This is an optimization exercise on Yosys and OpenROAD, whose aim is small area, a short achievable clock period and few clock cycles, not a production implementation. Only simulation tests tie the RTL to the original design; equivalence was not proved.

### config.mk
export PLATFORM = sky130hd
export DESIGN_NAME = MDU
export DESIGN_NICKNAME = MDU
export VERILOG_FILES = /design/flow/design.v
export SDC_FILE = /design/flow/constraint.sdc
export NUM_CORES = 4
export LEC_CHECK = 0
export ABC_CLOCK_PERIOD_IN_PS = 4000
export CAP_MARGIN = 20
export CORE_MARGIN = 2
export CORE_UTILIZATION = 40
export SLEW_MARGIN = 20
### constraint.sdc
create_clock -name core_clock -period 13.0 [get_ports {clock}]
set_input_delay 2.6000 -clock core_clock [delete_from_list [all_inputs] [get_ports {clock}]]
set_output_delay 2.6000 -clock core_clock [all_outputs]
set_load 0.01 [all_outputs]
### design.v
module Multiplier(
  input  [65:0] s, c,
  input  [66:0] r0, r1, r2, r3,
  input  [3:0]  ng,
  output [73:0] so, co
);
  wire x0 = c[0] ^ s[0] ^ ng[0];
  wire y0 = (c[0] & s[0]) | (c[0] & ng[0]) | (s[0] & ng[0]);
  wire x1 = c[1] ^ s[1] ^ y0;
  wire y1 = (c[1] & s[1]) | (c[1] & y0) | (s[1] & y0);
  wire x2 = c[2] ^ s[2] ^ ng[1];
  wire y2 = (c[2] & s[2]) | (c[2] & ng[1]) | (s[2] & ng[1]);
  wire x3 = r0[2] ^ r1[0] ^ x2;
  wire y3 = (r0[2] & r1[0]) | (r0[2] & x2) | (r1[0] & x2);
  wire x4 = c[3] ^ s[3] ^ y2;
  wire y4 = (c[3] & s[3]) | (c[3] & y2) | (s[3] & y2);
  wire x5 = r0[3] ^ r1[1] ^ y3;
  wire y5 = (r0[3] & r1[1]) | (r0[3] & y3) | (r1[1] & y3);
  wire x6 = c[4] ^ s[4] ^ ng[2];
  wire y6 = (c[4] & s[4]) | (c[4] & ng[2]) | (s[4] & ng[2]);
  wire x7 = r0[4] ^ r1[2] ^ r2[0];
  wire y7 = (r0[4] & r1[2]) | (r0[4] & r2[0]) | (r1[2] & r2[0]);
  wire x8 = x6 ^ y4 ^ x7;
  wire y8 = (x6 & y4) | (x6 & x7) | (y4 & x7);
  wire x9 = c[5] ^ s[5] ^ y6;
  wire y9 = (c[5] & s[5]) | (c[5] & y6) | (s[5] & y6);
  wire x10 = r0[5] ^ r1[3] ^ r2[1];
  wire y10 = (r0[5] & r1[3]) | (r0[5] & r2[1]) | (r1[3] & r2[1]);
  wire x11 = y7 ^ x9 ^ x10;
  wire y11 = (y7 & x9) | (y7 & x10) | (x9 & x10);
  wire x12 = c[6] ^ s[6] ^ ng[3];
  wire y12 = (c[6] & s[6]) | (c[6] & ng[3]) | (s[6] & ng[3]);
  wire x13 = r0[6] ^ r1[4] ^ r2[2];
  wire y13 = (r0[6] & r1[4]) | (r0[6] & r2[2]) | (r1[4] & r2[2]);
  wire x14 = r3[0] ^ x12 ^ y9;
  wire y14 = (r3[0] & x12) | (r3[0] & y9) | (x12 & y9);
  wire x15 = y10 ^ x13 ^ x14;
  wire y15 = (y10 & x13) | (y10 & x14) | (x13 & x14);
  wire x16 = c[7] ^ s[7] ^ y12;
  wire y16 = (c[7] & s[7]) | (c[7] & y12) | (s[7] & y12);
  wire x17 = r0[7] ^ r1[5] ^ r2[3];
  wire y17 = (r0[7] & r1[5]) | (r0[7] & r2[3]) | (r1[5] & r2[3]);
  wire x18 = r3[1] ^ y13 ^ x16;
  wire y18 = (r3[1] & y13) | (r3[1] & x16) | (y13 & x16);
  wire x19 = x17 ^ y14 ^ x18;
  wire y19 = (x17 & y14) | (x17 & x18) | (y14 & x18);
  wire x20 = c[8] ^ s[8] ^ r0[8];
  wire y20 = (c[8] & s[8]) | (c[8] & r0[8]) | (s[8] & r0[8]);
  wire x21 = r1[6] ^ r2[4] ^ r3[2];
  wire y21 = (r1[6] & r2[4]) | (r1[6] & r3[2]) | (r2[4] & r3[2]);
  wire x22 = y16 ^ y17 ^ x20;
  wire y22 = (y16 & y17) | (y16 & x20) | (y17 & x20);
  wire x23 = x21 ^ y18 ^ x22;
  wire y23 = (x21 & y18) | (x21 & x22) | (y18 & x22);
  wire x24 = c[9] ^ s[9] ^ r0[9];
  wire y24 = (c[9] & s[9]) | (c[9] & r0[9]) | (s[9] & r0[9]);
  wire x25 = r1[7] ^ r2[5] ^ r3[3];
  wire y25 = (r1[7] & r2[5]) | (r1[7] & r3[3]) | (r2[5] & r3[3]);
  wire x26 = y20 ^ y21 ^ x24;
  wire y26 = (y20 & y21) | (y20 & x24) | (y21 & x24);
  wire x27 = x25 ^ y22 ^ x26;
  wire y27 = (x25 & y22) | (x25 & x26) | (y22 & x26);
  wire x28 = c[10] ^ s[10] ^ r0[10];
  wire y28 = (c[10] & s[10]) | (c[10] & r0[10]) | (s[10] & r0[10]);
  wire x29 = r1[8] ^ r2[6] ^ r3[4];
  wire y29 = (r1[8] & r2[6]) | (r1[8] & r3[4]) | (r2[6] & r3[4]);
  wire x30 = y24 ^ y25 ^ x28;
  wire y30 = (y24 & y25) | (y24 & x28) | (y25 & x28);
  wire x31 = x29 ^ y26 ^ x30;
  wire y31 = (x29 & y26) | (x29 & x30) | (y26 & x30);
  wire x32 = c[11] ^ s[11] ^ r0[11];
  wire y32 = (c[11] & s[11]) | (c[11] & r0[11]) | (s[11] & r0[11]);
  wire x33 = r1[9] ^ r2[7] ^ r3[5];
  wire y33 = (r1[9] & r2[7]) | (r1[9] & r3[5]) | (r2[7] & r3[5]);
  wire x34 = y28 ^ y29 ^ x32;
  wire y34 = (y28 & y29) | (y28 & x32) | (y29 & x32);
  wire x35 = x33 ^ y30 ^ x34;
  wire y35 = (x33 & y30) | (x33 & x34) | (y30 & x34);
  wire x36 = c[12] ^ s[12] ^ r0[12];
  wire y36 = (c[12] & s[12]) | (c[12] & r0[12]) | (s[12] & r0[12]);
  wire x37 = r1[10] ^ r2[8] ^ r3[6];
  wire y37 = (r1[10] & r2[8]) | (r1[10] & r3[6]) | (r2[8] & r3[6]);
  wire x38 = y32 ^ y33 ^ x36;
  wire y38 = (y32 & y33) | (y32 & x36) | (y33 & x36);
  wire x39 = x37 ^ y34 ^ x38;
  wire y39 = (x37 & y34) | (x37 & x38) | (y34 & x38);
  wire x40 = c[13] ^ s[13] ^ r0[13];
  wire y40 = (c[13] & s[13]) | (c[13] & r0[13]) | (s[13] & r0[13]);
  wire x41 = r1[11] ^ r2[9] ^ r3[7];
  wire y41 = (r1[11] & r2[9]) | (r1[11] & r3[7]) | (r2[9] & r3[7]);
  wire x42 = y36 ^ y37 ^ x40;
  wire y42 = (y36 & y37) | (y36 & x40) | (y37 & x40);
  wire x43 = x41 ^ y38 ^ x42;
  wire y43 = (x41 & y38) | (x41 & x42) | (y38 & x42);
  wire x44 = c[14] ^ s[14] ^ r0[14];
  wire y44 = (c[14] & s[14]) | (c[14] & r0[14]) | (s[14] & r0[14]);
  wire x45 = r1[12] ^ r2[10] ^ r3[8];
  wire y45 = (r1[12] & r2[10]) | (r1[12] & r3[8]) | (r2[10] & r3[8]);
  wire x46 = y40 ^ y41 ^ x44;
  wire y46 = (y40 & y41) | (y40 & x44) | (y41 & x44);
  wire x47 = x45 ^ y42 ^ x46;
  wire y47 = (x45 & y42) | (x45 & x46) | (y42 & x46);
  wire x48 = c[15] ^ s[15] ^ r0[15];
  wire y48 = (c[15] & s[15]) | (c[15] & r0[15]) | (s[15] & r0[15]);
  wire x49 = r1[13] ^ r2[11] ^ r3[9];
  wire y49 = (r1[13] & r2[11]) | (r1[13] & r3[9]) | (r2[11] & r3[9]);
  wire x50 = y44 ^ y45 ^ x48;
  wire y50 = (y44 & y45) | (y44 & x48) | (y45 & x48);
  wire x51 = x49 ^ y46 ^ x50;
  wire y51 = (x49 & y46) | (x49 & x50) | (y46 & x50);
  wire x52 = c[16] ^ s[16] ^ r0[16];
  wire y52 = (c[16] & s[16]) | (c[16] & r0[16]) | (s[16] & r0[16]);
  wire x53 = r1[14] ^ r2[12] ^ r3[10];
  wire y53 = (r1[14] & r2[12]) | (r1[14] & r3[10]) | (r2[12] & r3[10]);
  wire x54 = y48 ^ y49 ^ x52;
  wire y54 = (y48 & y49) | (y48 & x52) | (y49 & x52);
  wire x55 = x53 ^ y50 ^ x54;
  wire y55 = (x53 & y50) | (x53 & x54) | (y50 & x54);
  wire x56 = c[17] ^ s[17] ^ r0[17];
  wire y56 = (c[17] & s[17]) | (c[17] & r0[17]) | (s[17] & r0[17]);
  wire x57 = r1[15] ^ r2[13] ^ r3[11];
  wire y57 = (r1[15] & r2[13]) | (r1[15] & r3[11]) | (r2[13] & r3[11]);
  wire x58 = y52 ^ y53 ^ x56;
  wire y58 = (y52 & y53) | (y52 & x56) | (y53 & x56);
  wire x59 = x57 ^ y54 ^ x58;
  wire y59 = (x57 & y54) | (x57 & x58) | (y54 & x58);
  wire x60 = c[18] ^ s[18] ^ r0[18];
  wire y60 = (c[18] & s[18]) | (c[18] & r0[18]) | (s[18] & r0[18]);
  wire x61 = r1[16] ^ r2[14] ^ r3[12];
  wire y61 = (r1[16] & r2[14]) | (r1[16] & r3[12]) | (r2[14] & r3[12]);
  wire x62 = y56 ^ y57 ^ x60;
  wire y62 = (y56 & y57) | (y56 & x60) | (y57 & x60);
  wire x63 = x61 ^ y58 ^ x62;
  wire y63 = (x61 & y58) | (x61 & x62) | (y58 & x62);
  wire x64 = c[19] ^ s[19] ^ r0[19];
  wire y64 = (c[19] & s[19]) | (c[19] & r0[19]) | (s[19] & r0[19]);
  wire x65 = r1[17] ^ r2[15] ^ r3[13];
  wire y65 = (r1[17] & r2[15]) | (r1[17] & r3[13]) | (r2[15] & r3[13]);
  wire x66 = y60 ^ y61 ^ x64;
  wire y66 = (y60 & y61) | (y60 & x64) | (y61 & x64);
  wire x67 = x65 ^ y62 ^ x66;
  wire y67 = (x65 & y62) | (x65 & x66) | (y62 & x66);
  wire x68 = c[20] ^ s[20] ^ r0[20];
  wire y68 = (c[20] & s[20]) | (c[20] & r0[20]) | (s[20] & r0[20]);
  wire x69 = r1[18] ^ r2[16] ^ r3[14];
  wire y69 = (r1[18] & r2[16]) | (r1[18] & r3[14]) | (r2[16] & r3[14]);
  wire x70 = y64 ^ y65 ^ x68;
  wire y70 = (y64 & y65) | (y64 & x68) | (y65 & x68);
  wire x71 = x69 ^ y66 ^ x70;
  wire y71 = (x69 & y66) | (x69 & x70) | (y66 & x70);
  wire x72 = c[21] ^ s[21] ^ r0[21];
  wire y72 = (c[21] & s[21]) | (c[21] & r0[21]) | (s[21] & r0[21]);
  wire x73 = r1[19] ^ r2[17] ^ r3[15];
  wire y73 = (r1[19] & r2[17]) | (r1[19] & r3[15]) | (r2[17] & r3[15]);
  wire x74 = y68 ^ y69 ^ x72;
  wire y74 = (y68 & y69) | (y68 & x72) | (y69 & x72);
  wire x75 = x73 ^ y70 ^ x74;
  wire y75 = (x73 & y70) | (x73 & x74) | (y70 & x74);
  wire x76 = c[22] ^ s[22] ^ r0[22];
  wire y76 = (c[22] & s[22]) | (c[22] & r0[22]) | (s[22] & r0[22]);
  wire x77 = r1[20] ^ r2[18] ^ r3[16];
  wire y77 = (r1[20] & r2[18]) | (r1[20] & r3[16]) | (r2[18] & r3[16]);
  wire x78 = y72 ^ y73 ^ x76;
  wire y78 = (y72 & y73) | (y72 & x76) | (y73 & x76);
  wire x79 = x77 ^ y74 ^ x78;
  wire y79 = (x77 & y74) | (x77 & x78) | (y74 & x78);
  wire x80 = c[23] ^ s[23] ^ r0[23];
  wire y80 = (c[23] & s[23]) | (c[23] & r0[23]) | (s[23] & r0[23]);
  wire x81 = r1[21] ^ r2[19] ^ r3[17];
  wire y81 = (r1[21] & r2[19]) | (r1[21] & r3[17]) | (r2[19] & r3[17]);
  wire x82 = y76 ^ y77 ^ x80;
  wire y82 = (y76 & y77) | (y76 & x80) | (y77 & x80);
  wire x83 = x81 ^ y78 ^ x82;
  wire y83 = (x81 & y78) | (x81 & x82) | (y78 & x82);
  wire x84 = c[24] ^ s[24] ^ r0[24];
  wire y84 = (c[24] & s[24]) | (c[24] & r0[24]) | (s[24] & r0[24]);
  wire x85 = r1[22] ^ r2[20] ^ r3[18];
  wire y85 = (r1[22] & r2[20]) | (r1[22] & r3[18]) | (r2[20] & r3[18]);
  wire x86 = y80 ^ y81 ^ x84;
  wire y86 = (y80 & y81) | (y80 & x84) | (y81 & x84);
  wire x87 = x85 ^ y82 ^ x86;
  wire y87 = (x85 & y82) | (x85 & x86) | (y82 & x86);
  wire x88 = c[25] ^ s[25] ^ r0[25];
  wire y88 = (c[25] & s[25]) | (c[25] & r0[25]) | (s[25] & r0[25]);
  wire x89 = r1[23] ^ r2[21] ^ r3[19];
  wire y89 = (r1[23] & r2[21]) | (r1[23] & r3[19]) | (r2[21] & r3[19]);
  wire x90 = y84 ^ y85 ^ x88;
  wire y90 = (y84 & y85) | (y84 & x88) | (y85 & x88);
  wire x91 = x89 ^ y86 ^ x90;
  wire y91 = (x89 & y86) | (x89 & x90) | (y86 & x90);
  wire x92 = c[26] ^ s[26] ^ r0[26];
  wire y92 = (c[26] & s[26]) | (c[26] & r0[26]) | (s[26] & r0[26]);
  wire x93 = r1[24] ^ r2[22] ^ r3[20];
  wire y93 = (r1[24] & r2[22]) | (r1[24] & r3[20]) | (r2[22] & r3[20]);
  wire x94 = y88 ^ y89 ^ x92;
  wire y94 = (y88 & y89) | (y88 & x92) | (y89 & x92);
  wire x95 = x93 ^ y90 ^ x94;
  wire y95 = (x93 & y90) | (x93 & x94) | (y90 & x94);
  wire x96 = c[27] ^ s[27] ^ r0[27];
  wire y96 = (c[27] & s[27]) | (c[27] & r0[27]) | (s[27] & r0[27]);
  wire x97 = r1[25] ^ r2[23] ^ r3[21];
  wire y97 = (r1[25] & r2[23]) | (r1[25] & r3[21]) | (r2[23] & r3[21]);
  wire x98 = y92 ^ y93 ^ x96;
  wire y98 = (y92 & y93) | (y92 & x96) | (y93 & x96);
  wire x99 = x97 ^ y94 ^ x98;
  wire y99 = (x97 & y94) | (x97 & x98) | (y94 & x98);
  wire x100 = c[28] ^ s[28] ^ r0[28];
  wire y100 = (c[28] & s[28]) | (c[28] & r0[28]) | (s[28] & r0[28]);
  wire x101 = r1[26] ^ r2[24] ^ r3[22];
  wire y101 = (r1[26] & r2[24]) | (r1[26] & r3[22]) | (r2[24] & r3[22]);
  wire x102 = y96 ^ y97 ^ x100;
  wire y102 = (y96 & y97) | (y96 & x100) | (y97 & x100);
  wire x103 = x101 ^ y98 ^ x102;
  wire y103 = (x101 & y98) | (x101 & x102) | (y98 & x102);
  wire x104 = c[29] ^ s[29] ^ r0[29];
  wire y104 = (c[29] & s[29]) | (c[29] & r0[29]) | (s[29] & r0[29]);
  wire x105 = r1[27] ^ r2[25] ^ r3[23];
  wire y105 = (r1[27] & r2[25]) | (r1[27] & r3[23]) | (r2[25] & r3[23]);
  wire x106 = y100 ^ y101 ^ x104;
  wire y106 = (y100 & y101) | (y100 & x104) | (y101 & x104);
  wire x107 = x105 ^ y102 ^ x106;
  wire y107 = (x105 & y102) | (x105 & x106) | (y102 & x106);
  wire x108 = c[30] ^ s[30] ^ r0[30];
  wire y108 = (c[30] & s[30]) | (c[30] & r0[30]) | (s[30] & r0[30]);
  wire x109 = r1[28] ^ r2[26] ^ r3[24];
  wire y109 = (r1[28] & r2[26]) | (r1[28] & r3[24]) | (r2[26] & r3[24]);
  wire x110 = y104 ^ y105 ^ x108;
  wire y110 = (y104 & y105) | (y104 & x108) | (y105 & x108);
  wire x111 = x109 ^ y106 ^ x110;
  wire y111 = (x109 & y106) | (x109 & x110) | (y106 & x110);
  wire x112 = c[31] ^ s[31] ^ r0[31];
  wire y112 = (c[31] & s[31]) | (c[31] & r0[31]) | (s[31] & r0[31]);
  wire x113 = r1[29] ^ r2[27] ^ r3[25];
  wire y113 = (r1[29] & r2[27]) | (r1[29] & r3[25]) | (r2[27] & r3[25]);
  wire x114 = y108 ^ y109 ^ x112;
  wire y114 = (y108 & y109) | (y108 & x112) | (y109 & x112);
  wire x115 = x113 ^ y110 ^ x114;
  wire y115 = (x113 & y110) | (x113 & x114) | (y110 & x114);
  wire x116 = c[32] ^ s[32] ^ r0[32];
  wire y116 = (c[32] & s[32]) | (c[32] & r0[32]) | (s[32] & r0[32]);
  wire x117 = r1[30] ^ r2[28] ^ r3[26];
  wire y117 = (r1[30] & r2[28]) | (r1[30] & r3[26]) | (r2[28] & r3[26]);
  wire x118 = y112 ^ y113 ^ x116;
  wire y118 = (y112 & y113) | (y112 & x116) | (y113 & x116);
  wire x119 = x117 ^ y114 ^ x118;
  wire y119 = (x117 & y114) | (x117 & x118) | (y114 & x118);
  wire x120 = c[33] ^ s[33] ^ r0[33];
  wire y120 = (c[33] & s[33]) | (c[33] & r0[33]) | (s[33] & r0[33]);
  wire x121 = r1[31] ^ r2[29] ^ r3[27];
  wire y121 = (r1[31] & r2[29]) | (r1[31] & r3[27]) | (r2[29] & r3[27]);
  wire x122 = y116 ^ y117 ^ x120;
  wire y122 = (y116 & y117) | (y116 & x120) | (y117 & x120);
  wire x123 = x121 ^ y118 ^ x122;
  wire y123 = (x121 & y118) | (x121 & x122) | (y118 & x122);
  wire x124 = c[34] ^ s[34] ^ r0[34];
  wire y124 = (c[34] & s[34]) | (c[34] & r0[34]) | (s[34] & r0[34]);
  wire x125 = r1[32] ^ r2[30] ^ r3[28];
  wire y125 = (r1[32] & r2[30]) | (r1[32] & r3[28]) | (r2[30] & r3[28]);
  wire x126 = y120 ^ y121 ^ x124;
  wire y126 = (y120 & y121) | (y120 & x124) | (y121 & x124);
  wire x127 = x125 ^ y122 ^ x126;
  wire y127 = (x125 & y122) | (x125 & x126) | (y122 & x126);
  wire x128 = c[35] ^ s[35] ^ r0[35];
  wire y128 = (c[35] & s[35]) | (c[35] & r0[35]) | (s[35] & r0[35]);
  wire x129 = r1[33] ^ r2[31] ^ r3[29];
  wire y129 = (r1[33] & r2[31]) | (r1[33] & r3[29]) | (r2[31] & r3[29]);
  wire x130 = y124 ^ y125 ^ x128;
  wire y130 = (y124 & y125) | (y124 & x128) | (y125 & x128);
  wire x131 = x129 ^ y126 ^ x130;
  wire y131 = (x129 & y126) | (x129 & x130) | (y126 & x130);
  wire x132 = c[36] ^ s[36] ^ r0[36];
  wire y132 = (c[36] & s[36]) | (c[36] & r0[36]) | (s[36] & r0[36]);
  wire x133 = r1[34] ^ r2[32] ^ r3[30];
  wire y133 = (r1[34] & r2[32]) | (r1[34] & r3[30]) | (r2[32] & r3[30]);
  wire x134 = y128 ^ y129 ^ x132;
  wire y134 = (y128 & y129) | (y128 & x132) | (y129 & x132);
  wire x135 = x133 ^ y130 ^ x134;
  wire y135 = (x133 & y130) | (x133 & x134) | (y130 & x134);
  wire x136 = c[37] ^ s[37] ^ r0[37];
  wire y136 = (c[37] & s[37]) | (c[37] & r0[37]) | (s[37] & r0[37]);
  wire x137 = r1[35] ^ r2[33] ^ r3[31];
  wire y137 = (r1[35] & r2[33]) | (r1[35] & r3[31]) | (r2[33] & r3[31]);
  wire x138 = y132 ^ y133 ^ x136;
  wire y138 = (y132 & y133) | (y132 & x136) | (y133 & x136);
  wire x139 = x137 ^ y134 ^ x138;
  wire y139 = (x137 & y134) | (x137 & x138) | (y134 & x138);
  wire x140 = c[38] ^ s[38] ^ r0[38];
  wire y140 = (c[38] & s[38]) | (c[38] & r0[38]) | (s[38] & r0[38]);
  wire x141 = r1[36] ^ r2[34] ^ r3[32];
  wire y141 = (r1[36] & r2[34]) | (r1[36] & r3[32]) | (r2[34] & r3[32]);
  wire x142 = y136 ^ y137 ^ x140;
  wire y142 = (y136 & y137) | (y136 & x140) | (y137 & x140);
  wire x143 = x141 ^ y138 ^ x142;
  wire y143 = (x141 & y138) | (x141 & x142) | (y138 & x142);
  wire x144 = c[39] ^ s[39] ^ r0[39];
  wire y144 = (c[39] & s[39]) | (c[39] & r0[39]) | (s[39] & r0[39]);
  wire x145 = r1[37] ^ r2[35] ^ r3[33];
  wire y145 = (r1[37] & r2[35]) | (r1[37] & r3[33]) | (r2[35] & r3[33]);
  wire x146 = y140 ^ y141 ^ x144;
  wire y146 = (y140 & y141) | (y140 & x144) | (y141 & x144);
  wire x147 = x145 ^ y142 ^ x146;
  wire y147 = (x145 & y142) | (x145 & x146) | (y142 & x146);
  wire x148 = c[40] ^ s[40] ^ r0[40];
  wire y148 = (c[40] & s[40]) | (c[40] & r0[40]) | (s[40] & r0[40]);
  wire x149 = r1[38] ^ r2[36] ^ r3[34];
  wire y149 = (r1[38] & r2[36]) | (r1[38] & r3[34]) | (r2[36] & r3[34]);
  wire x150 = y144 ^ y145 ^ x148;
  wire y150 = (y144 & y145) | (y144 & x148) | (y145 & x148);
  wire x151 = x149 ^ y146 ^ x150;
  wire y151 = (x149 & y146) | (x149 & x150) | (y146 & x150);
  wire x152 = c[41] ^ s[41] ^ r0[41];
  wire y152 = (c[41] & s[41]) | (c[41] & r0[41]) | (s[41] & r0[41]);
  wire x153 = r1[39] ^ r2[37] ^ r3[35];
  wire y153 = (r1[39] & r2[37]) | (r1[39] & r3[35]) | (r2[37] & r3[35]);
  wire x154 = y148 ^ y149 ^ x152;
  wire y154 = (y148 & y149) | (y148 & x152) | (y149 & x152);
  wire x155 = x153 ^ y150 ^ x154;
  wire y155 = (x153 & y150) | (x153 & x154) | (y150 & x154);
  wire x156 = c[42] ^ s[42] ^ r0[42];
  wire y156 = (c[42] & s[42]) | (c[42] & r0[42]) | (s[42] & r0[42]);
  wire x157 = r1[40] ^ r2[38] ^ r3[36];
  wire y157 = (r1[40] & r2[38]) | (r1[40] & r3[36]) | (r2[38] & r3[36]);
  wire x158 = y152 ^ y153 ^ x156;
  wire y158 = (y152 & y153) | (y152 & x156) | (y153 & x156);
  wire x159 = x157 ^ y154 ^ x158;
  wire y159 = (x157 & y154) | (x157 & x158) | (y154 & x158);
  wire x160 = c[43] ^ s[43] ^ r0[43];
  wire y160 = (c[43] & s[43]) | (c[43] & r0[43]) | (s[43] & r0[43]);
  wire x161 = r1[41] ^ r2[39] ^ r3[37];
  wire y161 = (r1[41] & r2[39]) | (r1[41] & r3[37]) | (r2[39] & r3[37]);
  wire x162 = y156 ^ y157 ^ x160;
  wire y162 = (y156 & y157) | (y156 & x160) | (y157 & x160);
  wire x163 = x161 ^ y158 ^ x162;
  wire y163 = (x161 & y158) | (x161 & x162) | (y158 & x162);
  wire x164 = c[44] ^ s[44] ^ r0[44];
  wire y164 = (c[44] & s[44]) | (c[44] & r0[44]) | (s[44] & r0[44]);
  wire x165 = r1[42] ^ r2[40] ^ r3[38];
  wire y165 = (r1[42] & r2[40]) | (r1[42] & r3[38]) | (r2[40] & r3[38]);
  wire x166 = y160 ^ y161 ^ x164;
  wire y166 = (y160 & y161) | (y160 & x164) | (y161 & x164);
  wire x167 = x165 ^ y162 ^ x166;
  wire y167 = (x165 & y162) | (x165 & x166) | (y162 & x166);
  wire x168 = c[45] ^ s[45] ^ r0[45];
  wire y168 = (c[45] & s[45]) | (c[45] & r0[45]) | (s[45] & r0[45]);
  wire x169 = r1[43] ^ r2[41] ^ r3[39];
  wire y169 = (r1[43] & r2[41]) | (r1[43] & r3[39]) | (r2[41] & r3[39]);
  wire x170 = y164 ^ y165 ^ x168;
  wire y170 = (y164 & y165) | (y164 & x168) | (y165 & x168);
  wire x171 = x169 ^ y166 ^ x170;
  wire y171 = (x169 & y166) | (x169 & x170) | (y166 & x170);
  wire x172 = c[46] ^ s[46] ^ r0[46];
  wire y172 = (c[46] & s[46]) | (c[46] & r0[46]) | (s[46] & r0[46]);
  wire x173 = r1[44] ^ r2[42] ^ r3[40];
  wire y173 = (r1[44] & r2[42]) | (r1[44] & r3[40]) | (r2[42] & r3[40]);
  wire x174 = y168 ^ y169 ^ x172;
  wire y174 = (y168 & y169) | (y168 & x172) | (y169 & x172);
  wire x175 = x173 ^ y170 ^ x174;
  wire y175 = (x173 & y170) | (x173 & x174) | (y170 & x174);
  wire x176 = c[47] ^ s[47] ^ r0[47];
  wire y176 = (c[47] & s[47]) | (c[47] & r0[47]) | (s[47] & r0[47]);
  wire x177 = r1[45] ^ r2[43] ^ r3[41];
  wire y177 = (r1[45] & r2[43]) | (r1[45] & r3[41]) | (r2[43] & r3[41]);
  wire x178 = y172 ^ y173 ^ x176;
  wire y178 = (y172 & y173) | (y172 & x176) | (y173 & x176);
  wire x179 = x177 ^ y174 ^ x178;
  wire y179 = (x177 & y174) | (x177 & x178) | (y174 & x178);
  wire x180 = c[48] ^ s[48] ^ r0[48];
  wire y180 = (c[48] & s[48]) | (c[48] & r0[48]) | (s[48] & r0[48]);
  wire x181 = r1[46] ^ r2[44] ^ r3[42];
  wire y181 = (r1[46] & r2[44]) | (r1[46] & r3[42]) | (r2[44] & r3[42]);
  wire x182 = y176 ^ y177 ^ x180;
  wire y182 = (y176 & y177) | (y176 & x180) | (y177 & x180);
  wire x183 = x181 ^ y178 ^ x182;
  wire y183 = (x181 & y178) | (x181 & x182) | (y178 & x182);
  wire x184 = c[49] ^ s[49] ^ r0[49];
  wire y184 = (c[49] & s[49]) | (c[49] & r0[49]) | (s[49] & r0[49]);
  wire x185 = r1[47] ^ r2[45] ^ r3[43];
  wire y185 = (r1[47] & r2[45]) | (r1[47] & r3[43]) | (r2[45] & r3[43]);
  wire x186 = y180 ^ y181 ^ x184;
  wire y186 = (y180 & y181) | (y180 & x184) | (y181 & x184);
  wire x187 = x185 ^ y182 ^ x186;
  wire y187 = (x185 & y182) | (x185 & x186) | (y182 & x186);
  wire x188 = c[50] ^ s[50] ^ r0[50];
  wire y188 = (c[50] & s[50]) | (c[50] & r0[50]) | (s[50] & r0[50]);
  wire x189 = r1[48] ^ r2[46] ^ r3[44];
  wire y189 = (r1[48] & r2[46]) | (r1[48] & r3[44]) | (r2[46] & r3[44]);
  wire x190 = y184 ^ y185 ^ x188;
  wire y190 = (y184 & y185) | (y184 & x188) | (y185 & x188);
  wire x191 = x189 ^ y186 ^ x190;
  wire y191 = (x189 & y186) | (x189 & x190) | (y186 & x190);
  wire x192 = c[51] ^ s[51] ^ r0[51];
  wire y192 = (c[51] & s[51]) | (c[51] & r0[51]) | (s[51] & r0[51]);
  wire x193 = r1[49] ^ r2[47] ^ r3[45];
  wire y193 = (r1[49] & r2[47]) | (r1[49] & r3[45]) | (r2[47] & r3[45]);
  wire x194 = y188 ^ y189 ^ x192;
  wire y194 = (y188 & y189) | (y188 & x192) | (y189 & x192);
  wire x195 = x193 ^ y190 ^ x194;
  wire y195 = (x193 & y190) | (x193 & x194) | (y190 & x194);
  wire x196 = c[52] ^ s[52] ^ r0[52];
  wire y196 = (c[52] & s[52]) | (c[52] & r0[52]) | (s[52] & r0[52]);
  wire x197 = r1[50] ^ r2[48] ^ r3[46];
  wire y197 = (r1[50] & r2[48]) | (r1[50] & r3[46]) | (r2[48] & r3[46]);
  wire x198 = y192 ^ y193 ^ x196;
  wire y198 = (y192 & y193) | (y192 & x196) | (y193 & x196);
  wire x199 = x197 ^ y194 ^ x198;
  wire y199 = (x197 & y194) | (x197 & x198) | (y194 & x198);
  wire x200 = c[53] ^ s[53] ^ r0[53];
  wire y200 = (c[53] & s[53]) | (c[53] & r0[53]) | (s[53] & r0[53]);
  wire x201 = r1[51] ^ r2[49] ^ r3[47];
  wire y201 = (r1[51] & r2[49]) | (r1[51] & r3[47]) | (r2[49] & r3[47]);
  wire x202 = y196 ^ y197 ^ x200;
  wire y202 = (y196 & y197) | (y196 & x200) | (y197 & x200);
  wire x203 = x201 ^ y198 ^ x202;
  wire y203 = (x201 & y198) | (x201 & x202) | (y198 & x202);
  wire x204 = c[54] ^ s[54] ^ r0[54];
  wire y204 = (c[54] & s[54]) | (c[54] & r0[54]) | (s[54] & r0[54]);
  wire x205 = r1[52] ^ r2[50] ^ r3[48];
  wire y205 = (r1[52] & r2[50]) | (r1[52] & r3[48]) | (r2[50] & r3[48]);
  wire x206 = y200 ^ y201 ^ x204;
  wire y206 = (y200 & y201) | (y200 & x204) | (y201 & x204);
  wire x207 = x205 ^ y202 ^ x206;
  wire y207 = (x205 & y202) | (x205 & x206) | (y202 & x206);
  wire x208 = c[55] ^ s[55] ^ r0[55];
  wire y208 = (c[55] & s[55]) | (c[55] & r0[55]) | (s[55] & r0[55]);
  wire x209 = r1[53] ^ r2[51] ^ r3[49];
  wire y209 = (r1[53] & r2[51]) | (r1[53] & r3[49]) | (r2[51] & r3[49]);
  wire x210 = y204 ^ y205 ^ x208;
  wire y210 = (y204 & y205) | (y204 & x208) | (y205 & x208);
  wire x211 = x209 ^ y206 ^ x210;
  wire y211 = (x209 & y206) | (x209 & x210) | (y206 & x210);
  wire x212 = c[56] ^ s[56] ^ r0[56];
  wire y212 = (c[56] & s[56]) | (c[56] & r0[56]) | (s[56] & r0[56]);
  wire x213 = r1[54] ^ r2[52] ^ r3[50];
  wire y213 = (r1[54] & r2[52]) | (r1[54] & r3[50]) | (r2[52] & r3[50]);
  wire x214 = y208 ^ y209 ^ x212;
  wire y214 = (y208 & y209) | (y208 & x212) | (y209 & x212);
  wire x215 = x213 ^ y210 ^ x214;
  wire y215 = (x213 & y210) | (x213 & x214) | (y210 & x214);
  wire x216 = c[57] ^ s[57] ^ r0[57];
  wire y216 = (c[57] & s[57]) | (c[57] & r0[57]) | (s[57] & r0[57]);
  wire x217 = r1[55] ^ r2[53] ^ r3[51];
  wire y217 = (r1[55] & r2[53]) | (r1[55] & r3[51]) | (r2[53] & r3[51]);
  wire x218 = y212 ^ y213 ^ x216;
  wire y218 = (y212 & y213) | (y212 & x216) | (y213 & x216);
  wire x219 = x217 ^ y214 ^ x218;
  wire y219 = (x217 & y214) | (x217 & x218) | (y214 & x218);
  wire x220 = c[58] ^ s[58] ^ r0[58];
  wire y220 = (c[58] & s[58]) | (c[58] & r0[58]) | (s[58] & r0[58]);
  wire x221 = r1[56] ^ r2[54] ^ r3[52];
  wire y221 = (r1[56] & r2[54]) | (r1[56] & r3[52]) | (r2[54] & r3[52]);
  wire x222 = y216 ^ y217 ^ x220;
  wire y222 = (y216 & y217) | (y216 & x220) | (y217 & x220);
  wire x223 = x221 ^ y218 ^ x222;
  wire y223 = (x221 & y218) | (x221 & x222) | (y218 & x222);
  wire x224 = c[59] ^ s[59] ^ r0[59];
  wire y224 = (c[59] & s[59]) | (c[59] & r0[59]) | (s[59] & r0[59]);
  wire x225 = r1[57] ^ r2[55] ^ r3[53];
  wire y225 = (r1[57] & r2[55]) | (r1[57] & r3[53]) | (r2[55] & r3[53]);
  wire x226 = y220 ^ y221 ^ x224;
  wire y226 = (y220 & y221) | (y220 & x224) | (y221 & x224);
  wire x227 = x225 ^ y222 ^ x226;
  wire y227 = (x225 & y222) | (x225 & x226) | (y222 & x226);
  wire x228 = c[60] ^ s[60] ^ r0[60];
  wire y228 = (c[60] & s[60]) | (c[60] & r0[60]) | (s[60] & r0[60]);
  wire x229 = r1[58] ^ r2[56] ^ r3[54];
  wire y229 = (r1[58] & r2[56]) | (r1[58] & r3[54]) | (r2[56] & r3[54]);
  wire x230 = y224 ^ y225 ^ x228;
  wire y230 = (y224 & y225) | (y224 & x228) | (y225 & x228);
  wire x231 = x229 ^ y226 ^ x230;
  wire y231 = (x229 & y226) | (x229 & x230) | (y226 & x230);
  wire x232 = c[61] ^ s[61] ^ r0[61];
  wire y232 = (c[61] & s[61]) | (c[61] & r0[61]) | (s[61] & r0[61]);
  wire x233 = r1[59] ^ r2[57] ^ r3[55];
  wire y233 = (r1[59] & r2[57]) | (r1[59] & r3[55]) | (r2[57] & r3[55]);
  wire x234 = y228 ^ y229 ^ x232;
  wire y234 = (y228 & y229) | (y228 & x232) | (y229 & x232);
  wire x235 = x233 ^ y230 ^ x234;
  wire y235 = (x233 & y230) | (x233 & x234) | (y230 & x234);
  wire x236 = c[62] ^ s[62] ^ r0[62];
  wire y236 = (c[62] & s[62]) | (c[62] & r0[62]) | (s[62] & r0[62]);
  wire x237 = r1[60] ^ r2[58] ^ r3[56];
  wire y237 = (r1[60] & r2[58]) | (r1[60] & r3[56]) | (r2[58] & r3[56]);
  wire x238 = y232 ^ y233 ^ x236;
  wire y238 = (y232 & y233) | (y232 & x236) | (y233 & x236);
  wire x239 = x237 ^ y234 ^ x238;
  wire y239 = (x237 & y234) | (x237 & x238) | (y234 & x238);
  wire x240 = c[63] ^ s[63] ^ r0[63];
  wire y240 = (c[63] & s[63]) | (c[63] & r0[63]) | (s[63] & r0[63]);
  wire x241 = r1[61] ^ r2[59] ^ r3[57];
  wire y241 = (r1[61] & r2[59]) | (r1[61] & r3[57]) | (r2[59] & r3[57]);
  wire x242 = y236 ^ y237 ^ x240;
  wire y242 = (y236 & y237) | (y236 & x240) | (y237 & x240);
  wire x243 = x241 ^ y238 ^ x242;
  wire y243 = (x241 & y238) | (x241 & x242) | (y238 & x242);
  wire x244 = c[64] ^ s[64] ^ r0[64];
  wire y244 = (c[64] & s[64]) | (c[64] & r0[64]) | (s[64] & r0[64]);
  wire x245 = r1[62] ^ r2[60] ^ r3[58];
  wire y245 = (r1[62] & r2[60]) | (r1[62] & r3[58]) | (r2[60] & r3[58]);
  wire x246 = y240 ^ y241 ^ x244;
  wire y246 = (y240 & y241) | (y240 & x244) | (y241 & x244);
  wire x247 = x245 ^ y242 ^ x246;
  wire y247 = (x245 & y242) | (x245 & x246) | (y242 & x246);
  wire x248 = c[65] ^ s[65] ^ r0[65];
  wire y248 = (c[65] & s[65]) | (c[65] & r0[65]) | (s[65] & r0[65]);
  wire x249 = r1[63] ^ r2[61] ^ r3[59];
  wire y249 = (r1[63] & r2[61]) | (r1[63] & r3[59]) | (r2[61] & r3[59]);
  wire x250 = y244 ^ y245 ^ x248;
  wire y250 = (y244 & y245) | (y244 & x248) | (y245 & x248);
  wire x251 = x249 ^ y246 ^ x250;
  wire y251 = (x249 & y246) | (x249 & x250) | (y246 & x250);
  wire x252 = r0[66] ^ r1[64] ^ r2[62];
  wire y252 = (r0[66] & r1[64]) | (r0[66] & r2[62]) | (r1[64] & r2[62]);
  wire x253 = r3[60] ^ y248 ^ y249;
  wire y253 = (r3[60] & y248) | (r3[60] & y249) | (y248 & y249);
  wire x254 = x252 ^ x253 ^ y250;
  wire y254 = (x252 & x253) | (x252 & y250) | (x253 & y250);
  wire x255 = r1[65] ^ r2[63] ^ r3[61];
  wire y255 = (r1[65] & r2[63]) | (r1[65] & r3[61]) | (r2[63] & r3[61]);
  wire x256 = y252 ^ x255 ^ y253;
  wire y256 = (y252 & x255) | (y252 & y253) | (x255 & y253);
  wire x257 = r1[66] ^ r2[64] ^ r3[62];
  wire y257 = (r1[66] & r2[64]) | (r1[66] & r3[62]) | (r2[64] & r3[62]);
  wire x258 = y255 ^ x257 ^ y256;
  wire y258 = (y255 & x257) | (y255 & y256) | (x257 & y256);
  wire x259 = r2[65] ^ r3[63] ^ y257;
  wire y259 = (r2[65] & r3[63]) | (r2[65] & y257) | (r3[63] & y257);
  wire x260 = r2[66] ^ r3[64] ^ y259;
  wire y260 = (r2[66] & r3[64]) | (r2[66] & y259) | (r3[64] & y259);
  assign so[0] = r0[0];
  assign co[0] = x0;
  assign so[1] = r0[1];
  assign co[1] = x1;
  assign so[2] = y1;
  assign co[2] = x3;
  assign so[3] = x4;
  assign co[3] = x5;
  assign so[4] = y5;
  assign co[4] = x8;
  assign so[5] = y8;
  assign co[5] = x11;
  assign so[6] = y11;
  assign co[6] = x15;
  assign so[7] = y15;
  assign co[7] = x19;
  assign so[8] = y19;
  assign co[8] = x23;
  assign so[9] = y23;
  assign co[9] = x27;
  assign so[10] = y27;
  assign co[10] = x31;
  assign so[11] = y31;
  assign co[11] = x35;
  assign so[12] = y35;
  assign co[12] = x39;
  assign so[13] = y39;
  assign co[13] = x43;
  assign so[14] = y43;
  assign co[14] = x47;
  assign so[15] = y47;
  assign co[15] = x51;
  assign so[16] = y51;
  assign co[16] = x55;
  assign so[17] = y55;
  assign co[17] = x59;
  assign so[18] = y59;
  assign co[18] = x63;
  assign so[19] = y63;
  assign co[19] = x67;
  assign so[20] = y67;
  assign co[20] = x71;
  assign so[21] = y71;
  assign co[21] = x75;
  assign so[22] = y75;
  assign co[22] = x79;
  assign so[23] = y79;
  assign co[23] = x83;
  assign so[24] = y83;
  assign co[24] = x87;
  assign so[25] = y87;
  assign co[25] = x91;
  assign so[26] = y91;
  assign co[26] = x95;
  assign so[27] = y95;
  assign co[27] = x99;
  assign so[28] = y99;
  assign co[28] = x103;
  assign so[29] = y103;
  assign co[29] = x107;
  assign so[30] = y107;
  assign co[30] = x111;
  assign so[31] = y111;
  assign co[31] = x115;
  assign so[32] = y115;
  assign co[32] = x119;
  assign so[33] = y119;
  assign co[33] = x123;
  assign so[34] = y123;
  assign co[34] = x127;
  assign so[35] = y127;
  assign co[35] = x131;
  assign so[36] = y131;
  assign co[36] = x135;
  assign so[37] = y135;
  assign co[37] = x139;
  assign so[38] = y139;
  assign co[38] = x143;
  assign so[39] = y143;
  assign co[39] = x147;
  assign so[40] = y147;
  assign co[40] = x151;
  assign so[41] = y151;
  assign co[41] = x155;
  assign so[42] = y155;
  assign co[42] = x159;
  assign so[43] = y159;
  assign co[43] = x163;
  assign so[44] = y163;
  assign co[44] = x167;
  assign so[45] = y167;
  assign co[45] = x171;
  assign so[46] = y171;
  assign co[46] = x175;
  assign so[47] = y175;
  assign co[47] = x179;
  assign so[48] = y179;
  assign co[48] = x183;
  assign so[49] = y183;
  assign co[49] = x187;
  assign so[50] = y187;
  assign co[50] = x191;
  assign so[51] = y191;
  assign co[51] = x195;
  assign so[52] = y195;
  assign co[52] = x199;
  assign so[53] = y199;
  assign co[53] = x203;
  assign so[54] = y203;
  assign co[54] = x207;
  assign so[55] = y207;
  assign co[55] = x211;
  assign so[56] = y211;
  assign co[56] = x215;
  assign so[57] = y215;
  assign co[57] = x219;
  assign so[58] = y219;
  assign co[58] = x223;
  assign so[59] = y223;
  assign co[59] = x227;
  assign so[60] = y227;
  assign co[60] = x231;
  assign so[61] = y231;
  assign co[61] = x235;
  assign so[62] = y235;
  assign co[62] = x239;
  assign so[63] = y239;
  assign co[63] = x243;
  assign so[64] = y243;
  assign co[64] = x247;
  assign so[65] = y247;
  assign co[65] = x251;
  assign so[66] = x254;
  assign co[66] = y251;
  assign so[67] = x256;
  assign co[67] = y254;
  assign so[68] = x258;
  assign co[68] = 1'b0;
  assign so[69] = x259;
  assign co[69] = y258;
  assign so[70] = x260;
  assign co[70] = 1'b0;
  assign so[71] = r3[65];
  assign co[71] = y260;
  assign so[72] = r3[66];
  assign co[72] = 1'b0;
  assign so[73] = 1'b0;
  assign co[73] = 1'b0;
endmodule
module MDU(
  input         clock,
                reset,
                io_in_valid,
  input  [63:0] io_in_bits_src1,
                io_in_bits_src2,
  input  [6:0]  io_in_bits_func,
  output        io_out_valid,
  output [63:0] io_out_bits
);
  localparam IDLE = 0, MUL = 1, MFIN = 2, PREP = 3, ALIGN = 4, ITER = 5, DFIN = 6,
             MFAST = 7;
  reg  [7:0]  st;
  reg         vld;
  reg  [64:0] A;
  reg  [63:0] B;
  reg  [65:0] S, C;
  reg  [6:0]  cnt;
  reg         cy;       
  reg         fhigh;    
  reg         fword;    
  reg         fsign;    
  reg         frem;     
  reg  [3:0]  bone, btwo, bneg;   
  reg         msa;      
  reg         msb;      
  reg         fsel;     
  reg         finv;     
  reg         fmq;      
  reg         nA, nB;   
  reg         fres;     
  reg         aneg;     
  reg         qneg;     
  assign io_out_valid = vld;
  assign io_out_bits  = C[63:0];
  function automatic [63:0] sext32(input [63:0] x);
    sext32 = {{32{x[31]}}, x[31:0]};
  endfunction
  function automatic [6:0] width64(input [63:0] x);
    reg [63:0]  v, nv;
    reg [383:0] p, np;   
    integer k, i;
    begin
      v = x;
      p = 384'd0;
      for (k = 0; k < 6; k = k + 1) begin
        nv = 64'd0;
        np = 384'd0;
        for (i = 0; i < 32; i = i + 1) begin
          nv[i] = v[2*i+1] | v[2*i];
          np[i*(k+1) +: 7] = v[2*i+1] ? ((p[(2*i+1)*k +: 6] & ((7'd1 << k) - 7'd1)) | (7'd1 << k))
                                      :  (p[(2*i)*k +: 6] & ((7'd1 << k) - 7'd1));
        end
        v = nv;
        p = np;
      end
      width64 = v[0] ? {1'b0, p[5:0]} + 7'd1 : 7'd0;
    end
  endfunction
  wire [3:0]  f      = io_in_bits_func[3:0];
  wire        in_div = f[2];
  wire        in_w   = f[3];
  wire        in_sgn = ~f[0];
  wire [63:0] in_a_div = in_w ? {{32{in_sgn & io_in_bits_src1[31]}}, io_in_bits_src1[31:0]}
                              : io_in_bits_src1;
  wire [63:0] in_b_div = in_w ? {{32{in_sgn & io_in_bits_src2[31]}}, io_in_bits_src2[31:0]}
                              : io_in_bits_src2;
  wire [63:0] in_b_mul = in_w ? sext32(io_in_bits_src2) : io_in_bits_src2;
  function automatic [11:0] booth4(input [8:0] w);
    integer k;
    reg b0, b1, b2;
    begin
      for (k = 0; k < 4; k = k + 1) begin
        b0 = w[2*k]; b1 = w[2*k+1]; b2 = w[2*k+2];
        booth4[k]     = b1 ^ b0;                                 
        booth4[4+k]   = (b2 & ~b1 & ~b0) | (~b2 & b1 & b0);      
        booth4[8+k]   = b2 & ~(b1 & b0);                         
      end
    end
  endfunction
  wire        ninth = fhigh & cnt[3];
  wire [64:0] As    = {msa & A[63], A[63:0]};
  wire [66:0] row [0:3];
  genvar j;
  generate
    for (j = 0; j < 4; j = j + 1) begin : booth
      wire [65:0] m = ({66{bone[j]}} & {As[64], As}) | ({66{btwo[j]}} & {As, 1'b0});
      wire [65:0] x = m ^ {66{bneg[j]}};
      assign row[j] = {~x[65], x};
    end
  endgenerate
  localparam [66:0] NBIAS4 = {5'd0, 62'h2AAA_AAAA_AAAA_AAAB};
  wire [66:0] row1 = ninth ? NBIAS4 : row[1];
  wire [7:0]  hsum  = {1'b0, wA} + {1'b0, wB};
  wire        hfast = fhigh & (cnt == 7'd0) & (hsum <= 8'd62);
  wire [73:0] so, co;
  Multiplier csa (
    .s(S), .c(C), .r0(row[0]), .r1(row1), .r2(row[2]), .r3(row[3]),
    .ng(bneg), .so(so), .co(co)
  );
  wire [8:0]  lowsum = {1'b0, so[7:0]} + {1'b0, co[7:0]} + {8'd0, cy};
  wire        mlast  = fhigh ? ninth : ((&B[63:7]) | ~(|B[63:7]));
  wire        bfill  = fhigh ? (msb & B[63]) : B[63];
  wire [63:0] Bnext  = {{8{bfill}}, B[63:8]};
  wire        p_aneg = nB;
  wire        p_bneg = nA;
  wire [6:0]  wB     = width64(B ^ {64{nB}});
  wire [6:0]  wA     = width64(A[63:0] ^ {64{nA}});
  wire [6:0]  p_wa   = wB + {6'd0, nB};
  wire [6:0]  p_wb   = wA;
  wire [7:0]  p_d    = {1'b0, p_wa} - {1'b0, p_wb};
  wire        p_bz   = ~(|A[63:0]);
  wire        p_q0   = p_d[7];
  wire [63:0] p_rema = fword ? sext32(B) : B;
  wire [65:0] it_sum = S + ({1'b0, A} ^ {66{~S[65]}}) + {65'd0, ~S[65]};
  wire        it_q1  = ~it_sum[65];
  wire [63:0] it_q   = {B[62:0], it_q1};
  wire [63:0] fa_p   = (fsel ? B : S[63:0]) ^ {64{finv}};
  wire [63:0] fa_q   = fmq ? C[63:0] : 64'd0;
  wire        fa_c   = fmq ? cy : finv;
  wire [63:0] fa_sum = fa_p + fa_q + {63'd0, fa_c};
  always @(posedge clock) begin
    if (reset) begin
      st   <= 8'd1 << IDLE;
      vld  <= 1'b0;
      fsel <= 1'b0;
      finv <= 1'b0;
      fmq  <= 1'b0;
    end else begin
      vld  <= 1'b0;
      fsel <= 1'b0;
      finv <= 1'b0;
      fmq  <= 1'b0;
      st   <= 8'd0;
      if (st[IDLE]) begin
        if (io_in_valid & ~vld) begin
          if (in_div) begin
            st[PREP] <= 1'b1;
            fsel     <= 1'b1;
            finv     <= in_sgn & in_a_div[63];
          end else
            st[MUL] <= 1'b1;
        end else
          st[IDLE] <= 1'b1;
      end
      if (st[MUL]) begin
        if (hfast)
          st[MFAST] <= 1'b1;
        else if (mlast) begin
          st[MFIN] <= 1'b1;
          fmq      <= 1'b1;
        end else
          st[MUL] <= 1'b1;
      end
      if (st[MFIN] | st[MFAST]) begin
        vld      <= 1'b1;
        st[IDLE] <= 1'b1;
      end
      if (st[PREP]) begin
        if (p_bz | p_q0) begin
          vld      <= 1'b1;
          st[IDLE] <= 1'b1;
        end else if (p_d[6:0] == 7'd0)
          st[ITER] <= 1'b1;
        else
          st[ALIGN] <= 1'b1;
      end
      if (st[ALIGN]) st[ITER] <= 1'b1;
      if (st[ITER]) begin
        if (cnt == 7'd0) begin
          if (frem | qneg) begin
            st[DFIN] <= 1'b1;
            fsel     <= ~frem;
            finv     <= frem ? aneg : qneg;
          end else begin
            vld      <= 1'b1;
            st[IDLE] <= 1'b1;
          end
        end else
          st[ITER] <= 1'b1;
      end
      if (st[DFIN]) begin
        if (frem & S[65])
          st[DFIN] <= 1'b1;   
        else begin
          vld      <= 1'b1;
          st[IDLE] <= 1'b1;
        end
        fsel <= fsel;
        finv <= finv;
      end
    end
  end
  always @(posedge clock) begin
    S <= {2'b0, fa_sum};
    C <= {2'b0, fword ? sext32(fa_sum) : fa_sum};
    B <= Bnext;
    {bneg, btwo, bone} <= booth4(B[15:7]);
    if (st[IDLE]) begin
      cnt   <= 7'd0;
      cy    <= 1'b0;
      S     <= {in_div & ~(in_sgn & in_b_div[63]), 65'd0};
      C     <= 66'd0;
      fword <= in_w;
      fsign <= in_sgn;
      frem  <= f[1];
      fhigh <= ~in_w & (f[1] | f[0]);
      msa   <= f[1] ^ f[0];
      msb   <= ~f[1] & f[0];
      if (in_div) begin
        nA <= in_sgn & in_b_div[63];
        nB <= in_sgn & in_a_div[63];
      end else begin
        nA <= (f[1] ^ f[0]) & io_in_bits_src1[63];
        nB <= ~f[1] & f[0] & io_in_bits_src2[63];
      end
      {bneg, btwo, bone} <= booth4({in_b_mul[7:0], 1'b0});
      if (in_div) begin
        A <= {1'b0, in_b_div};
        B <= in_a_div;
      end else begin
        A <= {1'b0, io_in_bits_src1};
        B <= in_b_mul;
      end
    end
    if (st[MUL]) begin
      if (fhigh & ~ninth) begin
        S  <= so[73:8];
        C  <= co[73:8];
        cy <= lowsum[8];
      end else begin
        S  <= so[65:0];
        C  <= co[65:0];
      end
      if (~fhigh)
        A <= {1'b0, A[55:0], 8'd0};
      fres <= (nA ^ nB) & (|A[63:0]) & (|B);
      cnt <= cnt + 7'd1;
    end
    if (st[DFIN]) S <= it_sum;   
    if (st[MFAST]) C <= {2'b0, {64{fres}}};
    if (st[PREP]) begin
      aneg <= p_aneg;
      qneg <= p_aneg ^ p_bneg;
      cnt  <= p_d[6:0];
      A    <= {1'b0, it_sum[63:0]};
      B    <= 64'd0;
      C    <= {2'b0, frem ? p_rema : {64{p_bz}}};
    end
    if (st[ALIGN]) begin
      A <= A << cnt;
      B <= 64'd0;
    end
    if (st[ITER]) begin
      S <= it_sum;
      B <= it_q;
      if (cnt != 7'd0) A <= A >> 1;
      C   <= {2'b0, fword ? sext32(it_q) : it_q};
      cnt <= cnt - 7'd1;
    end
  end
endmodule
### flow/run.sh
#!/bin/bash
set -euo pipefail
bash standard.sh SETUP_SLACK_MARGIN=8 finish > standard_flow.log 2>&1
### standard.sh
#!/bin/bash
# synth_recipe.tcl (not shown) runs the flow's synth.tcl, then flattens the netlist and writes it again
# the make line also repeats each setting of config.mk as NAME=value (left out here)
make -C /OpenROAD-flow-scripts/flow DESIGN_CONFIG=/design/flow/config.mk WORK_HOME=/design/flow/orfs CLKGATE_MAP_FILE= SYNTH_SCRIPT=/design/flow/synth_recipe.tcl "${@:-finish}"
==> run notes, run 1 <==
status=complete, no violations; crit path launch=B[52]; wirelength, routed=between 200000 and 300000 um; crit-path cells=or4_1 -> o22ai_2 -> nand2_1 -> inv_2 -> nand2_1 -> a211o_1 -> a32oi_4 -> ha_4 -> nor3b_1 -> ha_1 -> nor3_1 -> a31o_2 -> a22oi_2 -> o32ai_2 -> nand4_1 -> a31oi_1 -> nor2_1; CTS buffer count=between 40 and 50; fin crit period=about 5 ns; final setup margin=7.91 ns; Initial Util=0.405; Least-Margin Pin Slew=between 1 and 1.5 ns; largest net degree at the start of global routing=between 100 and 150; Routed Antenna Nets=0; nets@finish=~6800; Post-synth EDFFs=17; Top FF cell, synth=dfxtp_1; Iter 0 DRT Violations=slightly above 8000; number of setup violations in the final report=0; Data required, critical path=13.47 ns; mapped cell area=about 47000 um^2; FF/Latch Area=around 6300 um^2; Die Wd=around 350 um; Final Hold Fails=0; reg-to-reg setup timing slack=7.91 ns; HP Class=flip-flop to flip-flop; Reg clk slew, reported paths=approximately 0.07 ns; Worst slew margin=0.229; Hold Crit Depth=2; f_max=197 MHz; global route overflow=0; die height=347 um; # port buffers=199; RSZ-0062 raised after global routing=yes; die area=~120000 um^2; post-synthesis sequential area ratio=0.132; syn nets=between 6000 and 7000; Clock Skew=between 0.02 and 0.03 ns; CTS tree=done; CP max stage delay=0.73 ns; Synth Warn #=1; unique cell type count in the Yosys netlist=105; Via density=approximately 6.8; # DRC=0; row cnt=between 100 and 150; max-slew violations=0; WS Path Type=flip-flop to flip-flop; Crit path top cell by count=nand2_1; Clk Latency, worst-skew pair=about 0.63 ns; drt pass-1 iters=11; vias in the first global route=49400; syn avg cell area=7.36 um^2; Crit-path slowest cell=nor3b_1; CTS H-tree lvls=2; Final period util=0.391; beginning of the worst hold path=cy; Area growth syn-to-layout=11.9%; DP HPWL=between 150000 and 200000 um; Total Routing Usage GR=0.400; Core Area=117000 um^2; Setup TNS Final=0 ns; CTS Hold Bufs=0; Place WS=6.68 ns; first-pass GRT wire length=between 300000 and 400000 um; Clock Tree Buf Depth=3; Setup crit end kind=flip-flop; reg2reg start=B[52]; asr flop ratio synth=0; FF+latch count, synth=a little over 300; WL per Instance=around 33 um; crit path DAT=5.56 ns; via count=52600; cell count after synthesis=approximately 6400; ratio of cells with drive above 1 in the final layout=0.0981; TritonCTS Sinks=a little over 300; final-layout fill cell count=between 10000 and 15000; reg2reg path depth=17; Multi-input gate area=around 38000 um^2; Crit Path Max Fanout=9; max cap viols=0; initial antenna violation count=8; Hold Slack=approximately 0.54 ns; Setup crit start kind=flip-flop; # IOs=203; final instance area=between 50000 and 60000 um^2; CTS root buf=clkbuf_16; area post-placement=approximately 50000 um^2; Placer Congestion=between 1 and 1.5
metrics by stage:
| step | instances | utilization |
|---|---|---|
| 6_report | 7757 | 0.453 |
| 2_1_floorplan | 6410 | - |
| 4_1_cts | 7709 | 0.445 |
| 3_5_place_dp | 7611 | 0.426 |
| 5_1_grt | 7755 | 0.453 |
| 3_3_place_gp | 7611 | 0.426 |
cells in the final DEF (no fill, tap or decap), types with 64 or more instances in the layout:
cell type | Yosys | routed
o21ai_0 | 452 | 443
xnor2_1 | 404 | 399
a221oi_1 | 68 | 64
dfxtp_1 | 285 | 231
clkdlybuf4s50_1 | 0 | 197
fa_1 | 266 | 263
a21o_1 | 109 | 109
o221ai_1 | 81 | 80
nand2_1 | 827 | 820
nor3_1 | 77 | 73
a22oi_1 | 270 | 267
nor2_1 | 425 | 411
nand3_1 | 87 | 86
inv_1 | 263 | 258
and2_1 | 88 | 86
a21oi_1 | 548 | 539
ha_1 | 167 | 162
nor2b_1 | 103 | 100
mux2i_1 | 221 | 219
xor2_1 | 129 | 124
buf_4 | 65 | 223
final cells by class:
| type | instances | area share |
|---|---|---|
| multi-input cells | 5137 | 0.718 |
| flip-flops and latches | 302 | 0.120 |
| repair buffers | 449 | 0.0792 |
| well taps | 1524 | 0.0361 |
| clock buffers | 58 | 0.0232 |
| inverters | 270 | 0.0192 |
| clock inverters | 15 | 0.00401 |
| diodes | 2 | 0.0000948 |
critical path: cells and delay by family (launching register included):
family | cells | cell delay (ns)
DFF | 1 | 0.47
AOI/OAI and AO/OA | 7 | 1.48
and+or+nand+nor | 7 | 2.21
buffers and inverters | 1 | 0.13
adders and majority gates | 2 | 0.64
final timing paths:
path                            endpoint
worst max-delay path               st[1]
worst min-delay path                  cy
worst max register to register     st[1]
worst min register to register        cy
what timing repair did:
action / CTS / global route
setup buffers: 25 / 41
gates cloned: 0 / 5
endpoints found under the setup margin: 96 / 48
gates resized for setup: 129 / 105
pin swaps: 30 / 42
hold endpoints to repair: 0 / 0
kinds of logic after synthesis:
logic type	share of synthesized area
buffers and inverters	0.0835
muxes	0.0734
adders and majority gates	0.157
xor gates and xnor gates	0.0989
DFF	0.132
AOI/OAI and AO/OA	0.277
and+or+nand+nor	0.178
Yosys cell counts (44+ instances only):
| library cell | n | share of area |
|---|---|---|
| buf_4 | 65 | 0.010 |
| nor2_1 | 425 | 0.034 |
| mux4_2 | 44 | 0.021 |
| a21oi_1 | 548 | 0.058 |
| nand2b_1 | 49 | 0.0065 |
| a21o_1 | 109 | 0.017 |
| o21ai_0 | 452 | 0.048 |
| ha_1 | 167 | 0.044 |
| inv_1 | 263 | 0.021 |
| o22ai_1 | 47 | 0.0062 |
| buf_1 | 111 | 0.0088 |
| dfxtp_1 | 285 | 0.12 |
| a22oi_1 | 270 | 0.043 |
| a31oi_1 | 55 | 0.0073 |
| nand2_1 | 827 | 0.066 |
| mux2i_1 | 221 | 0.047 |
| clkbuf_1 | 496 | 0.039 |
| nor3_1 | 77 | 0.0082 |
| o221ai_1 | 81 | 0.015 |
| xnor2_1 | 404 | 0.075 |
| nand4_1 | 57 | 0.0076 |
| fa_1 | 266 | 0.11 |
| and2_1 | 88 | 0.012 |
| xor2_1 | 129 | 0.024 |
| nor2b_1 | 103 | 0.014 |
| nand3_1 | 87 | 0.0092 |
| a221oi_1 | 68 | 0.013 |
| o31ai_1 | 45 | 0.0072 |
flip-flops by register name (all words and copies together) (netlist names), 4 cells and up:
| name | flops |
|---|---|
| bone | 4 |
| btwo | 4 |
| B | 64 |
| bneg | 4 |
| st | 8 |
| A | 65 |
| S | 66 |
| C | 66 |
| cnt | 7 |
metal layers:
| layer | vias up | share of wire | track usage |
|---|---|---|---|
| met5 | - | 0.00010 | 0 |
| met4 | 4 | 0.066 | 0.205 |
| met1 | 25300 | 0.38 | 0.522 |
| li1 | 22200 | - | - |
| met3 | 820 | 0.16 | 0.155 |
| met2 | 4233 | 0.40 | 0.569 |
Testbench counts, summed over its fixed seeds: cycles 15,629.
==> run 2, diff against run 1 <==
--- a/design.v
+++ b/design.v
@@ -788,7 +788,6 @@
   wire [7:0]  p_d    = {1'b0, p_wa} - {1'b0, p_wb};
   wire        p_bz   = ~(|A[63:0]);
   wire        p_q0   = p_d[7];
-  wire [63:0] p_rema = fword ? sext32(B) : B;
   wire [65:0] it_sum = S + ({1'b0, A} ^ {66{~S[65]}}) + {65'd0, ~S[65]};
   wire        it_q1  = ~it_sum[65];
   wire [63:0] it_q   = {B[62:0], it_q1};
@@ -796,6 +795,7 @@
   wire [63:0] fa_q   = fmq ? C[63:0] : 64'd0;
   wire        fa_c   = fmq ? cy : finv;
   wire [63:0] fa_sum = fa_p + fa_q + {63'd0, fa_c};
+  wire [63:0] c_res = st[ITER] ? it_q : st[PREP] ? (frem ? B : {64{p_bz}}) : fa_sum;
   always @(posedge clock) begin
     if (reset) begin
       st   <= 8'd1 << IDLE;
@@ -870,7 +870,7 @@
   end
   always @(posedge clock) begin
     S <= {2'b0, fa_sum};
-    C <= {2'b0, fword ? sext32(fa_sum) : fa_sum};
+    C <= {2'b0, fword ? sext32(c_res) : c_res};
     B <= Bnext;
     {bneg, btwo, bone} <= booth4(B[15:7]);
     if (st[IDLE]) begin
@@ -922,7 +922,6 @@
       cnt  <= p_d[6:0];
       A    <= {1'b0, it_sum[63:0]};
       B    <= 64'd0;
-      C    <= {2'b0, frem ? p_rema : {64{p_bz}}};
     end
     if (st[ALIGN]) begin
       A <= A << cnt;
@@ -932,7 +931,6 @@
       S <= it_sum;
       B <= it_q;
       if (cnt != 7'd0) A <= A >> 1;
-      C   <= {2'b0, fword ? sext32(it_q) : it_q};
       cnt <= cnt - 7'd1;
     end
   end
==> run 2 against run 1 <==
Compared with the run above:
- final area up 1.1%
- first-iteration DRC count decreased by 7.1%
- highest routed layer unchanged
- final cell count is 0.99% higher
- global-route usage grew 3.5 points
==> run notes, run 2 <==
drt pass-1 iters=8 (-3); Die Wd=350 um (+0.77%); Iter 0 DRT Violations=7633 (-7.1%); Setup TNS Final=0 ns (unchanged); RSZ-0062 raised after global routing=yes; Clock Tree Buf Depth=3 (unchanged); f_max=198 MHz (+0.91%); max-slew violations=0 (unchanged); Post-synth EDFFs=17 (unchanged); mapped cell area=47900 um^2 (+1.6%); Least-Margin Pin Slew=1.24 ns (+0.0799 ns); Core Area=118000 um^2 (+1.6%); dominant cell type by area after synthesis=dfxtp_1; WS Path Type=flip-flop to flip-flop; reg-to-reg setup timing slack=7.96 ns (+0.05 ns); wirelength, routed=275000 um (+8.3%); top cell types by occurrence after synthesis=nand2_1, clkbuf_1, a21oi_1; # DRC=0 (unchanged); final-layout fill cell count=12000 (+2.5%); leading cell type in the layout, fill and taps excluded=nand2_1; top cells by area, synth=dfxtp_1, fa_1, xnor2_1; Initial Util=0.405 (about the same); Hold Crit Depth=2 (unchanged); CTS H-tree lvls=2 (unchanged); vias in the first global route=49800 (+0.86%); fin crit period=5.04 ns (-0.0461 ns); Area growth syn-to-layout=11.4%; initial antenna violation count=25 (+17); # IOs=203 (unchanged); unique cell type count in the Yosys netlist=107 (+1.9%); hold endpoint=cy; Non-Filler Instances=7834 (+0.99%); die height=350 um (+0.77%); syn nets=7022 (+0.59%); CTS root buf=clkbuf_16; crit path DAT=5.57 ns (about the same); commonest cells after routing, fill and taps aside=nand2_1, a21oi_1, nor2_1; Placer Congestion=1.07 (-4.4%); global route overflow=0 (unchanged); Setup crit end kind=flip-flop; TritonCTS Sinks=302 (unchanged); max cap viols=0 (unchanged); first-pass GRT wire length=384000 um (+8.2%); Final period util=0.388 (-0.00354); DP HPWL=209000 um (+11%); Data required, critical path=13.53 ns (+0.06 ns); Routed Antenna Nets=0 (unchanged); cell count after synthesis=6451 (+0.64%); Reg clk slew, reported paths=0.06 ns (about the same); beginning of the worst hold path=cy; number of setup violations in the final report=0 (unchanged); Total Routing Usage GR=0.435 (+0.0352); # port buffers=199 (unchanged); Clock Skew=0.0510 ns (+0.0243 ns); CTS tree=done; FF+latch count, synth=302 (unchanged); post-synthesis sequential area ratio=0.130 (-0.00202); largest net degree at the start of global routing=109 (-24%); Top FF cell, synth=dfxtp_1; Worst slew margin=0.176 (-0.0524); status=complete, no violations; worst reg2reg endpoint=C[45]; ratio of cells with drive above 1 in the final layout=0.102 (+0.00397); biggest regs=C: 66 flops, S: 66 flops, A: 65 flops; HP Class=flip-flop to flip-flop; most common cell in the netlist=nand2_1; Setup crit start kind=flip-flop; Final Hold Fails=0 (unchanged); CTS buffer count=42 (+2.4%); Synth top area share=0.119 (-0.00185); WL per Instance=35.1 um (+7.2%); reg2reg start=A[50]; row cnt=126 (+0.80%); Synth Warn #=1 (unchanged); CTS Hold Bufs=0 (unchanged); die area=123000 um^2 (+1.5%); Crit Path Max Fanout=19 (+10); dpl cells=7686 (+0.99%); Via density=6.80 (+0.28%); Clk Latency, worst-skew pair=0.67 ns (+0.04 ns); via count=53300 (+1.3%); asr flop ratio synth=0 (unchanged); syn avg cell area=7.43 um^2 (+0.91%); nets@finish=6761 (-0.16%); reg2reg path depth=12 (-5)
run 2: repair_timing:
action / in CTS / in global routing
setup endpoints to repair: 101 / 51
cloned: 3 / 1
hold endpoints to repair: 0 / 0
buffers inserted: 30 / 25
gates resized for setup: 125 / 120
pin swaps: 19 / 52
run 2: cell type report:
cell class	count	area (um^2)	area share
Multi-Input combinational cell	5154	38500	0.722
Sequential cell	302	6340	0.119
Timing Repair Buffer	423	3940	0.0739
Tap cell	1600	2000	0.0375
Clock buffer	56	1180	0.0222
Inverter	267	1010	0.0189
Clock inverter	22	328	0.00614
Antenna cell	10	25.0	0.000469
run 2: critical path, stage by stage, from the launching register on:
cell      delay [ns]
dfxtp_1         0.30
buf_4           0.25
nor2_1          0.18
nand2_1         0.23
nor4_1          1.02
nand3_4         0.49
a21oi_4         0.92
a21oi_2         0.14
a211oi_2        0.30
and2_1          0.16
buf_4           0.27
nand2_1         0.26
o21ai_0         0.37
run 2: per-stage QoR:
stage / util / hold slack [ns] / cell area [um^2] / worst slack [ns]
final: 0.451 / 0.537 / 53400 / 7.96
after global routing: 0.450 / 0.575 / 53300 / 7.84
after floorplan: - / 0.451 / 47900 / 8.11
after CTS: 0.444 / 0.522 / 52600 / 7.98
after detailed placement: 0.425 / 0.511 / 50300 / 6.53
after global placement: 0.425 / 0.505 / 50300 / 6.52
run 2: cells by family (layout without fill, tap and decap cells):
kind of cell    count (synthesis)  after routing  share of synthesized area
simple gates                 1903           1903                      0.182
mux                           297            297                     0.0762
xor+xnor                      527            527                     0.0965
flops                         302            302                      0.130
compound gates               1994           1994                      0.277
buf+inv                       995            768                     0.0841
other cells                     0             10                          0
fa+ha+maj                     433            433                      0.155
run 2: how the worst max path moves through the flow:
stage / start / to / slack, ns / cells after the start
floorplan: nB / st[5] / 8.11 / 23
global placement: fsel / S[62] / 6.52 / 15
detailed placement: fsel / S[62] / 6.53 / 15
CTS: B[17] / vld / 7.98 / 19
global route: A[35] / st[1] / 7.84 / 20
finish: A[50] / C[45] / 7.96 / 12
run 2: per-layer routing:
layer | wire, um | global-route usage | share of wire | vias to the layer above
li1 | - | - | - | 22400
met1 | 106000 | 0.569 | 0.39 | 26200
met2 | 112000 | 0.622 | 0.41 | 3840
met3 | 34000 | 0.125 | 0.12 | 835
met4 | 22200 | 0.287 | 0.081 | 16
met5 | 101 | 0 | 0.00037 | -
Testbench counts of run 2, summed over its fixed seeds: cycles 15,629.

==> afterwards: timing with drivers on the ports <==
In the flow no input, the clock included, has a driving cell. The finished layouts below were timed again as built, in two steps.
Step 1 (the two cells are an assumption about what drives the block):
set clk [get_ports {clock}]
set_driving_cell -lib_cell sky130_fd_sc_hd__clkbuf_16 $clk
set_driving_cell -lib_cell sky130_fd_sc_hd__buf_2 [delete_from_list [all_inputs] $clk]
Step 2 times the ports against the registers' clock, not the clock port: input delays grow and output delays shrink by t, the midpoint of the rising clock arrivals with the driver on.
Three values: ideal ports, drivers, drivers and shift; two values: the first two.
run | t (ns) | setup slack, ns | hold slack, ns
run 1 | 0.686 | 7.913 / 7.913 / 7.469 | 0.540 / 0.540 / 0.540
run 2 | 0.734 | 7.959 / 7.959 / 7.321 | 0.537 / 0.537 / 0.537
After both steps every run listed still meets setup and hold. For run 2, which loses most, drivers alone change the setup slack by 0.000 ns; drivers and shift together by -0.638 ns.
